Background: an optimization exercise with open tools, aiming at small area. Do not read the settings as production practice.
In this exercise RTL edits were held to simulation tests only and were not proved equivalent to the original.
Power is estimated from default activity; no workload was simulated.

the reference run:
Design RGB_YCbCr, start of the top module:
module RGB_YCbCr #(
	parameter	DSIZE	= 16,
	parameter	MSIZE	= 12
)(
	input				clock,
	input				invsync,
	input				inhsync,
	input				inde,
	input [DSIZE-1:0]	inR,
	input [DSIZE-1:0]	inG,
	input [DSIZE-1:0]	inB,
	output				outvsync,
	output				outhsync,
	output				outde,
	output[DSIZE-1:0]	outY,
	output[DSIZE-1:0]	outCb,
	output[DSIZE-1:0]	outCr
);
Size: about 750 cells after synthesis, about 160 flip-flops, about 100 I/O pins.
==> flow/config.mk <==
export PLATFORM = sky130hd
export DESIGN_NAME = RGB_YCbCr
export DESIGN_NICKNAME = RGB_YCbCr
export VERILOG_FILES = /design/flow/design.v
export SDC_FILE = /design/flow/constraint.sdc
export NUM_CORES = 4
export LEC_CHECK = 0
export CAP_MARGIN = 20
export CORE_MARGIN = 2
export CORE_UTILIZATION = 60
export GPL_TIMING_DRIVEN = 0
export PLACE_DENSITY = 0.75
export SLEW_MARGIN = 20
export SYNTH_HIERARCHICAL = 1
export SYNTH_MINIMUM_KEEP_SIZE = 0
==> flow/constraint.sdc <==
create_clock -name core_clock -period 7.0 [get_ports {clock}]
set_input_delay 1.4000 -clock core_clock [delete_from_list [all_inputs] [get_ports {clock}]]
set_output_delay 1.4000 -clock core_clock [all_outputs]
set_load 0.01 [all_outputs]
standard.sh (not shown) runs the stock make flow with config.mk's settings and CLKGATE_MAP_FILE= SYNTH_SCRIPT=/design/flow/synth_recipe.tcl, a recipe that flattens the netlist after the stock synthesis.
==> flow/flow/run.sh <==
#!/bin/bash
# Own layout flow: the standard layout (standard.sh), unchanged synthesis, with:
#  - after synthesis, each maj3_2 cell is swapped for maj3_1 (same function, smaller);
#  - ports are buffered with the smallest buffer (buf_1) instead of clkdlybuf4s50_1;
#  - clock tree synthesis uses small clock buffers and inserts no dummy loads.
# Tool logs go to orfs/logs as in the standard flow; make's output to synth.log / flow.log.
set -euo pipefail
cd "$(dirname "$0")/.."
export BUFFER_PORTS_ARGS="-buffer_cell sky130_fd_sc_hd__buf_1"
export CTS_ARGS="-sink_clustering_enable -repair_clock_nets -dont_use_dummy_load -buf_list {sky130_fd_sc_hd__clkbuf_4} -sink_clustering_size 8 -sink_clustering_max_diameter 40"
bash standard.sh synth > synth.log 2>&1
R=orfs/results/${FLOW_PLATFORM:-sky130hd}/RGB_YCbCr/base
sed -i 's/sky130_fd_sc_hd__maj3_2 /sky130_fd_sc_hd__maj3_1 /' $R/1_2_yosys.v
rm -f $R/1_synth.odb $R/1_synth.sdc
bash standard.sh > flow.log 2>&1
### the reference run -> the trial run
- clearing PLACE_DENSITY, which used to be 0.75
- swapping 60 for 40 in CORE_UTILIZATION
--- a/flow/flow/run.sh
+++ b/flow/flow/run.sh
@@ -9,3 +9,3 @@
 export BUFFER_PORTS_ARGS="-buffer_cell sky130_fd_sc_hd__buf_1"
-export CTS_ARGS="-sink_clustering_enable -repair_clock_nets -dont_use_dummy_load -buf_list {sky130_fd_sc_hd__clkbuf_4} -sink_clustering_size 8 -sink_clustering_max_diameter 40"
+export CTS_ARGS="-sink_clustering_enable -repair_clock_nets -dont_use_dummy_load -buf_list {sky130_fd_sc_hd__clkbuf_4 sky130_fd_sc_hd__clkbuf_8}"
 bash standard.sh synth > synth.log 2>&1
Results
Compared with the reference run, the trial run shows a higher total placed instance area. First-iteration DRC count: the trial run vs the reference run down 73. Compared the trial run against the reference run; sequential power within noise. Lower clock network power share goes to the reference run over the trial run. | met2 global-route usage | higher: the reference run |. Compared with the reference run, the trial run shows placed wire-length estimate after detailed placement that has gone down slightly. The trial run was carried through to the last stage, and its layout satisfied the timing, DRC and antenna checks. For the trial run, the capturing element of the worst setup path was r2_51$_DFF_P_, unlike the reference run, where it was r2_34$_DFF_P_. Relative to the reference run, the fraction of the cycle the final worst path needs of the trial run is higher by 0.39 points. The reference run ended up with fewer cell instances than the trial run did. The trial run vs. the reference run: switching power total went up by about 4.4%; critical path depth now smaller.

-- re-timing with driven ports --
In the flow no input, the clock included, has a driving cell. The finished layouts below were timed again as built, in two steps. Step 1: set_driving_cell puts a clkbuf_16 on clock and a buf_2 on each other input, an assumption about the parent block. Step 2 adds t to the input delays and takes it off the output delays; t is the mean of the earliest and latest rising clock arrival at the registers after step 1. Input paths then give back, and output paths get back, about the clock's delay inside the block. Slacks: ideal ports / drivers / drivers and shift; pairs: ideal ports / drivers.
run | shift t [ns] | setup slack, ns | worst setup path after step 2 | clock arrival spread, ns | worst slew at a driven data input, ns
the reference run | 0.557 | 0.298 / 0.298 / -0.156 | input to register | 0.035 / 0.035 | 0.04
the trial run | 0.485 | 0.271 / 0.271 / -0.177 | input to register | 0.031 / 0.031 | 0.04
Met with ideal ports but missed after step 2: setup timing in the reference run and the trial run. The setup slack of the reference run, which loses most, moves by 0.000 ns with the drivers and by -0.454 ns with both steps.
